This is an optimization exercise on Yosys and OpenROAD, whose aim is small area, a short achievable clock period and few clock cycles, not a production implementation. Only the layout flow was run in this run; the RTL was not checked for function there.

File: flow/config.mk
export PLATFORM = sky130hd
export DESIGN_NAME = JAM
export DESIGN_NICKNAME = JAM
export VERILOG_FILES = /design/flow/design.v
export SDC_FILE = /design/flow/constraint.sdc
export NUM_CORES = 4
export LEC_CHECK = 0
export CAP_MARGIN = 20
export CORE_MARGIN = 2
export CORE_UTILIZATION = 40
export PLACE_DENSITY = 0.6
export SETUP_SLACK_MARGIN = 5
export SLEW_MARGIN = 20
File: flow/constraint.sdc
create_clock -name core_clock -period 10.0 [get_ports {CLK}]
set_input_delay 2.0000 -clock core_clock [delete_from_list [all_inputs] [get_ports {CLK}]]
set_output_delay 2.0000 -clock core_clock [all_outputs]
set_load 0.01 [all_outputs]
File: flow/design.v
module JAM (
    input CLK,
    input RST,
    output [2:0] W,
    output [2:0] J,
    input [6:0] Cost,
    output [3:0] MatchCount,
    output [9:0] MinCost,
    output reg Valid );
localparam ROUND = 3'd0, TAIL = 3'd1, SEL = 3'd2, FIN = 3'd3, UPASS = 3'd4,
           UTAIL = 3'd5, DFS = 3'd6, DTAIL = 3'd7;
localparam EX_NONE = 2'd0, EX_RELAX = 2'd1, EX_U = 2'd2, EX_T = 2'd3;
reg [2:0] state;
reg [2:0] r;             
reg [2:0] i0;            
reg [2:0] cj;            
reg [3:0] j0;            
reg [8:0] base;          
reg fsel;                
reg [9:0] mvf;           
reg [8:0] mv;            
reg first;
reg [7:0] mind;
reg [2:0] jmin;
reg [7:0] S;             
reg [7:0] dval;
reg [7:0] colFree;
reg [6:0] vp [0:7];
reg [7:0] dst [0:7];     
reg [3:0] way [0:7];
reg [2:0] rowOf [0:7];   
reg [3:0] ja;
reg augdone;
reg adv;
reg [9:0] mc;
reg [3:0] cnt;
reg sbase;               
reg [6:0] costr;
reg [1:0] ek;
reg [2:0] ej;
reg [2:0] ed;
reg [9:0] ebvr;
reg efirst;
reg [7:0] etd;           
reg [7:0] eused;
assign MinCost = mc;
assign MatchCount = cnt;
function [3:0] lowest;           
    input [7:0] m;
    begin
        casez (m)
            8'b???????1: lowest = 4'b1000;
            8'b??????10: lowest = 4'b1001;
            8'b?????100: lowest = 4'b1010;
            8'b????1000: lowest = 4'b1011;
            8'b???10000: lowest = 4'b1100;
            8'b??100000: lowest = 4'b1101;
            8'b?1000000: lowest = 4'b1110;
            8'b10000000: lowest = 4'b1111;
            default:     lowest = 4'b0000;
        endcase
    end
endfunction
function [11:0] fadd;
    input [11:0] a;
    input [11:0] b;
    input cin;
    reg [12:0] g, p, G, P;
    integer i, l;
    begin
        g = {a & b, cin};
        p = {a ^ b, 1'b0};
        G = g;
        P = p;
        for (l = 1; l < 13; l = l * 2)
            for (i = 12; i >= l; i = i - 1) begin
                G[i] = G[i] | (P[i] & G[i-l]);
                P[i] = P[i] & P[i-l];
            end
        fadd = p[12:1] ^ G[11:0];
    end
endfunction
function flt8;
    input [7:0] a;
    input [7:0] b;
    reg [7:0] gt, lt;
    integer i, l;
    begin
        lt = ~a & b;
        gt = a & ~b;
        for (l = 1; l < 8; l = l * 2)
            for (i = 0; i < 8 - l; i = i + 1) begin
                lt[i] = lt[i+l] | (~gt[i+l] & lt[i]);
                gt[i] = gt[i+l] | (~lt[i+l] & gt[i]);
            end
        flt8 = lt[0];
    end
endfunction
function [7:0] above;            
    input [2:0] k;
    begin
        above = 8'hFE << k;
    end
endfunction
wire [2:0] row_jmin = rowOf[jmin];
wire [2:0] row_cj = rowOf[cj];
assign W = (state == SEL) ? row_jmin : (state == UPASS) ? row_cj : i0;
assign J = (state == SEL) ? jmin : cj;
wire [6:0] vp_cj = colFree[cj] ? 7'd0 : vp[cj];
wire [6:0] vp_jmin = colFree[jmin] ? 7'd0 : vp[jmin];
wire [11:0] cur12 = fadd({{2{ebvr[9]}}, ebvr}, {5'd0, costr}, 1'b0);
wire [9:0] cur_full = cur12[9:0];
wire over = cur_full[9:8] != 2'b00;
wire [7:0] cur8 = over ? 8'd255 : cur_full[7:0];
wire [7:0] dst_ej = dst[ej];
wire better = !dval[ej] || (!over && flt8(cur_full[7:0], dst_ej));
wire cur_lt_min = !over && flt8(cur_full[7:0], mind);
wire dst_lt_min = flt8(dst_ej, mind);
wire take = efirst || (better ? cur_lt_min : dst_lt_min);
wire x_relax = (ek == EX_RELAX);
wire [11:0] u12 = fadd({5'd0, costr}, {5'd0, vp[ej]}, 1'b0);
wire tight = (ek == EX_T) && !etd[7] && (etd[6:0] == costr);
wire tleaf = (ed == 3'd7);
wire redirect = tight && !tleaf;
wire [11:0] base12 = fadd({{3{mv[8]}}, mv}, ~{5'd0, costr}, 1'b1);
wire [11:0] bsel12 = fadd({{2{mvf[9]}}, mvf}, ~{5'd0, costr}, 1'b1);
wire [11:0] bvr12 = fadd({{3{base[8]}}, base}, {5'd0, vp_cj}, 1'b0);
wire [9:0] bvr_cj = fsel ? bsel12[9:0] : bvr12[9:0];
wire [3:0] nxt_round = lowest(~S & above(cj));
wire [7:0] S_sel = S | (8'd1 << jmin);
wire [3:0] first_round = lowest(~S_sel);
wire [2:0] fr = first_round[2:0];
wire [6:0] vp_fr = colFree[fr] ? 7'd0 : vp[fr];
wire [11:0] mv12 = fadd({4'd0, mind}, ~{5'd0, vp_jmin}, 1'b1);
wire [11:0] mvf12 = fadd(mv12, {5'd0, vp_fr}, 1'b0);
wire [3:0] lS = lowest(S);
wire [2:0] ju = lS[2:0];
wire [7:0] dst_ju = dst[ju];
wire [3:0] j1 = way[ja[2:0]];
wire [7:0] S_fin = S & (S - 8'd1);
wire aug_last = j1[3];
wire [6:0] vp_upd = vp[ju] + (mind[6:0] - dst_ju[6:0]);
wire fin_done = (S_fin == 8'd0) && (augdone || aug_last);
wire [11:0] td12 = fadd({4'd0, dst[i0]}, ~{5'd0, vp_cj}, 1'b1);
wire [2:0] dm1 = i0 - 3'd1;
wire [3:0] n_here = nxt_round;
wire [2:0] pd = rowOf[dm1];
wire [7:0] used_pop = S & ~(8'd1 << pd);
wire [3:0] n_pop = lowest(~used_pop & above(pd));
wire done_dfs = !adv ? (!n_here[3] && i0 == 3'd0) : (!n_here[3] && i0 == 3'd0);
wire [7:0] used_push = eused | (8'd1 << ej);
wire [3:0] f_push = lowest(~used_push);
always @(posedge CLK or posedge RST) begin
    if (RST) begin
        state <= ROUND;
        r <= 3'd0;
        i0 <= 3'd0;
        cj <= 3'd0;
        j0 <= 4'd8;
        base <= 9'd0;
        fsel <= 1'b0;
        first <= 1'b1;
        S <= 8'd0;
        dval <= 8'd0;
        colFree <= 8'hFF;
        mc <= 10'd0;
        cnt <= 4'd0;
        Valid <= 1'b0;
        adv <= 1'b0;
        augdone <= 1'b0;
        ek <= EX_NONE;
        sbase <= 1'b0;
    end else begin
        ek <= EX_NONE;
        sbase <= 1'b0;
        if (x_relax && better)
            dval[ej] <= 1'b1;
        if (sbase)
            base <= base12[8:0];
        case (state)
        ROUND: begin
            ek <= EX_RELAX;
            fsel <= 1'b0;
            first <= 1'b0;
            if (nxt_round[3])
                cj <= nxt_round[2:0];
            else
                state <= TAIL;
        end
        TAIL: state <= SEL;
        SEL: begin
            if (colFree[jmin]) begin
                mc <= mc + {2'd0, mind};
                colFree[jmin] <= 1'b0;
                augdone <= 1'b0;
                state <= FIN;
            end else begin
                sbase <= 1'b1;
                S <= S_sel;
                j0 <= {1'b0, jmin};
                i0 <= row_jmin;
                cj <= fr;
                fsel <= 1'b1;
                first <= 1'b1;
                state <= ROUND;
            end
        end
        FIN: begin
            if (lS[3])
                S <= S_fin;
            if (!augdone && aug_last)
                augdone <= 1'b1;
            if (fin_done) begin
                if (r == 3'd7) begin
                    state <= UPASS;
                    cj <= 3'd0;
                end else begin
                    state <= ROUND;
                    r <= r + 3'd1;
                    i0 <= r + 3'd1;
                    j0 <= 4'd8;
                    base <= 9'd0;
                    dval <= 8'd0;
                    cj <= 3'd0;
                    first <= 1'b1;
                end
            end
        end
        UPASS: begin
            ek <= EX_U;
            cj <= cj + 3'd1;
            if (cj == 3'd7)
                state <= UTAIL;
        end
        UTAIL: begin
            state <= DFS;
            i0 <= 3'd0;
            S <= 8'd0;
            adv <= 1'b0;
        end
        DFS, DTAIL: begin
            if (tight && tleaf)
                cnt <= cnt + 4'd1;
            if (redirect) begin
                state <= DFS;
                S <= used_push;
                i0 <= ed + 3'd1;
                cj <= f_push[2:0];
                adv <= 1'b0;
            end else if (state == DTAIL) begin
                Valid <= 1'b1;
            end else begin
                if (!adv)
                    ek <= EX_T;
                if (n_here[3]) begin
                    cj <= n_here[2:0];
                    adv <= 1'b0;
                end else if (i0 == 3'd0) begin
                    state <= DTAIL;
                end else begin
                    i0 <= dm1;
                    S <= used_pop;
                    cj <= n_pop[3] ? n_pop[2:0] : pd;
                    adv <= !n_pop[3];
                end
            end
        end
        endcase
    end
end
always @(posedge CLK) begin
    costr <= Cost;
    ej <= cj;
    ed <= (state == UPASS) ? row_cj : i0;
    ebvr <= bvr_cj;
    efirst <= first;
    etd <= td12[7:0];
    eused <= S;
    if (state == SEL) begin
        mv <= mv12[8:0];
        mvf <= mvf12[9:0];
    end
    if (x_relax && take) begin
        mind <= better ? cur8 : dst_ej;
        jmin <= ej;
    end
    if (x_relax && better) begin
        dst[ej] <= cur8;
        way[ej] <= j0;
    end
    if (ek == EX_U)
        dst[ed] <= u12[7:0];
    if (state == SEL)
        ja <= {1'b0, jmin};
    if (state == SEL && colFree[jmin])
        vp[jmin] <= 7'd0;
    if (state == FIN && lS[3])
        vp[ju] <= vp_upd;
    if (state == FIN && !augdone) begin
        rowOf[ja[2:0]] <= aug_last ? r : rowOf[j1[2:0]];
        if (!aug_last)
            ja <= j1;
    end
    if ((state == DFS || state == DTAIL) && redirect)
        rowOf[ed] <= ej;
end
endmodule
File: flow/run.sh
#!/bin/bash
# synth_recipe.tcl (not shown) runs the flow's synth.tcl, then flattens the netlist and writes it again
# the make line also repeats each setting of config.mk as NAME=value (left out here)
make -C /OpenROAD-flow-scripts/flow DESIGN_CONFIG=/design/flow/config.mk WORK_HOME=/design/flow/orfs CLKGATE_MAP_FILE= SYNTH_SCRIPT=/design/flow/synth_recipe.tcl finish
==> run notes <==
[sequential cells by signal, indices dropped and copies added (netlist names), 9 cells and up, named ones only]
signal / cells
base: 9
dst: 64
way: 32
mv: 9
rowOf: 24
mc: 10
mvf: 10
vp: 56
ebvr: 10
[area by class of cell]
type                    instances  area (sq um)
diodes                          1         2.502
clock buffers                  46         959.7
clock inverters                20         239.0
fillers                      4715         28060
inverters                      99         399.1
multi-input cells            1331         11150
flip-flops and latches        323          8911
well taps                     680         850.8
repair buffers                 66         625.6
[per-stage QoR]
stage          setup WS (ns)  cells  hold slack (ns)  area (sq um)
6_report               5.101   2566           0.4319         23140
5_1_grt                4.980   2565           0.4478         23130
4_1_cts                5.005   2558           0.4350         22960
3_5_place_dp           4.676   2490           0.4086         21700
3_3_place_gp           4.734   2490           0.4103         21680
2_1_floorplan          5.146   1841           0.3454         20640
[cells by family after synthesis]
| family | after synthesis |
|---|---|
| buf+inv | 187 |
| simple gates | 448 |
| fa+ha+maj | 116 |
| xor+xnor | 78 |
| flops | 323 |
| compound gates | 458 |
| mux | 231 |
[synth_stat cells, types with 29 or more instances]
cell type,count
nand2_1,154
inv_1,94
edfxtp_1,206
mux4_2,124
a21oi_1,113
nor3_1,33
dfrtp_1,61
dfxtp_1,46
nor2_1,159
mux2_2,45
xnor2_1,53
ha_1,100
mux2i_1,61
o21ai_0,108
nor2b_1,29
clkbuf_1,61
a21o_1,36
[worst register-to-register path, cell delays in order (launching register included)]
cell and delay (ns):
edfxtp_1 0.48, inv_1 0.22, ha_1 0.26, ha_1 0.22, nor2_1 0.21, o22ai_1 0.12
o21ai_0 0.09, o21ai_0 0.10, o21ai_1 0.11, buf_4 0.35, mux4_2 0.38, nand3_1 0.09
o21ai_0 0.15, ha_1 0.26, fa_1 0.41, a21oi_1 0.16, nor2_1 0.05, nor2_1 0.16
o21bai_1 0.09, a21oi_1 0.22, nor2b_1 0.07, o21ai_0 0.22, xnor2_1 0.09
[path summary, 6_finish.rpt]
kind | from | endpoint | slack [ns] | cells after the start
setup / recovery | flip-flop | W[2] | 5.10 | 4
hold / removal | first$_DFFE_PP1P_ | efirst$_DFF_P_ | 0.43 | 0
setup reg to reg | jmin[1]$_DFFE_PP_ | mvf[8]$_DFFE_PP_ | 5.23 | 22
hold reg to reg | first$_DFFE_PP1P_ | efirst$_DFF_P_ | 0.43 | 0
max in group asynchronous | RST | colFree[6]$_DFFE_PP1P_ | 7.60 | 4
min in group asynchronous | RST | cnt[2]$_DFFE_PP0P_ | 1.78 | 3
[per-layer routing]
metal  global-route usage (%)  vias up
met4                    10.44        0
met1                    33.75     7797
met3                    4.158      143
met2                    37.42      799
met5                        0        -
li1                         -     6975
[repair_timing]
action | CTS | global route
hold endpoints to repair | 0 | 0
gates cloned | 0 | 1
setup endpoints to repair | 41 | 85
resized for setup | 15 | 18
buffers inserted | 2 | 4
pin swaps | 0 | 3
==> run notes <==
Setup path
The arrival time at the worst endpoint is 2.90 ns. The critical path startpoint category is a flip-flop. The delay contributed by the slowest stage of the critical path is 0.66 ns. The most repeated library cell on the critical path is mux2_2. The critical path buffer and inverter count is 1. The critical path start-end classification is reg -> out. In this run the worst path has a maximum fanout of 7.

The endpoint required time on the critical path is 8.00 ns. The critical path capture point type is an output pin. The cell at the slowest stage of the critical path is dfxtp_1. Grouping stages by cell kind, the critical path spends the most delay in multiplexers.

The critical path goes through mux4_2 -> mux2_2 -> mux2_2 -> clkdlybuf4s50_1.

Floorplan
In this run the core area contains 83 standard-cell rows. The number of top-level pins is 30. The vertical extent of the die is 231.2 microns. The die span in x is 231.2 microns. After floorplanning, the core was sized to cover 51200 sq um. The total die area is 53430 sq um.

The starting density of the core is 40.31%.

Route
The first-pass iteration count of the detailed router is 5. After detailed routing, the number of vias per cell comes to 6.124. The routed layout has 15714 vias.

For this run, design rule violations remaining after detail routing come to 0. Wires add up to 64.72 mm. After detailed routing, the met3 layer carries 5.392 mm of wire. After the first detailed-routing iteration, the DRC count stood at 1722. Dividing the detail-routed wire length by the instance count gives 25.22 microns.

The routed length on met2 is 29.07 mm. For this block, wires on met1 add up to 27.41 mm. The highest layer touched by signal routing is met4. The antenna violation net count after detailed routing is 0.

Global routing
Across every metal layer, demand over resource in global routing totals 24.27%. The number of antenna violations at the first check in global routing came to 1. The total overflow reported by the global router is 0. The first global-routing pass estimated 97.28 mm of wire.

The via count of the first global-routing pass came to 15368. The maximum number of pins on one net before global-route repair is 72.

Final layout
Cells fill 45.19% of the core in the end. In the layout the commonest cells are edfxtp_1, nor2_1, nand2_1, mux4_2, a21oi_1. The library cell used most frequently in the layout, excluding fill and tap cells, is edfxtp_1. The share of layout cells above drive strength 1 is 16.82%. From synthesis to final layout, the design area changed by 12.10%.

The count of nets after finishing is 1978.

Synth
In the synthesized netlist, the number of instances is 1841. The complex-gate fraction of the synthesized area is 14.17%. The parity-gate share of the synthesized area counting xor and xnor cells is 3.310%.

The register area share after synthesis is 43.10%. The mux contribution to synthesized area is 19.02%. Synthesis inferred 323 register bits. Synthesis produced a netlist with a net count of 1961. The adder-cell share of the synthesized area is 7.384%. The largest area contributor in the synthesized netlist is edfxtp_1. In this run, distinct cell masters in the synthesized netlist total 73.

The mean area per synthesized cell is 11.21 sq um. Sorting the synthesized cells by area gives the leading types as edfxtp_1, mux4_2, dfrtp_1. The synthesized netlist occupies a cell area of 20640 sq um.

The main combinational cell family by area after synthesis is multiplexers. The total number of yosys warnings is 1. In the synthesized netlist the async set-or-reset flop fraction comes to 21.98%. The most used flip-flop cell after synthesis is edfxtp_1.

The area share of the largest cell type after synthesis is 29.97%. The number of flops mapped to enable cells by yosys is 206. The area share of and/or/nand/nor cells after synthesis is 9.524%.

STA
The transition time at the pin with the least slew margin is 1.053 ns. In the final timing run, aggregate negative setup slack is 0 ns. The final critical path time including I/O delays and setup is 4.899 ns. The number of endpoints with negative hold slack in the final report is 0. Setup repair after global routing could not meet its margin everywhere. Of the available clock period, the critical path in the final layout requires 48.99%. The headroom to the max-slew limit is 29.42%. The final-report max-slew violation count came to 0. Between clock sinks in the finished design, the worst skew comes to 0.02680 ns.

Timing would allow up to 0.2041 GHz. The final count of negative-setup-slack endpoints is 0.

Clock tree
The maximum count of clock buffers along a single path is 3. The number of buffers added by the clock tree synthesis step is 37. The H-tree was split into 2 levels. The root buffer cell is clkbuf_16. The CTS tree is yes.

The post-CTS clock slew at the launch and capture registers of the worst setup and hold paths is 0.06 ns. In this run, post-CTS hold repair placed 0 buffers. Clock latency on the worst-skew pair, taken at its later pin, is 0.58 ns. The CTS sink count is 323.

Placement
The final RePlAce weighted congestion is 0.9340. The HPWL after detailed placement is 46.96 mm. The number of buffers added on ports is 29.

Run
The max-capacitance violation count is 0.

Status
The flow ran to the end and the layout has no timing, DRC or antenna violations.

Worst hold path
The path type of the worst min-delay path is reg -> reg.

## re-timing with driven ports
The results above use ideal ports. As a check the final layout listed here was re-extracted and re-timed, cells and wires unchanged. Step 1 sets driving cells, clkbuf_16 on the clock port and buf_2 on the other inputs (assumed; they add their load-dependent delay and slew). Step 2 adds t to the input delays and takes it off the output delays; t is the mean of the earliest and latest rising clock arrival at the registers after step 1. Input paths then give back, and output paths get back, about the clock's delay inside the block. a / b / c = ideal ports / drivers / drivers and shift; a / b = the first two.
t, ns: 0.625
setup slack, ns: 5.101 / 5.045 / 5.227
clock arrival spread, ns: 0.027 / 0.027
cell pins on the clock port's net: 1
After both steps setup and hold are still met in this run. The setup slack of this run moves by -0.056 ns with the drivers and by +0.126 ns with both steps.
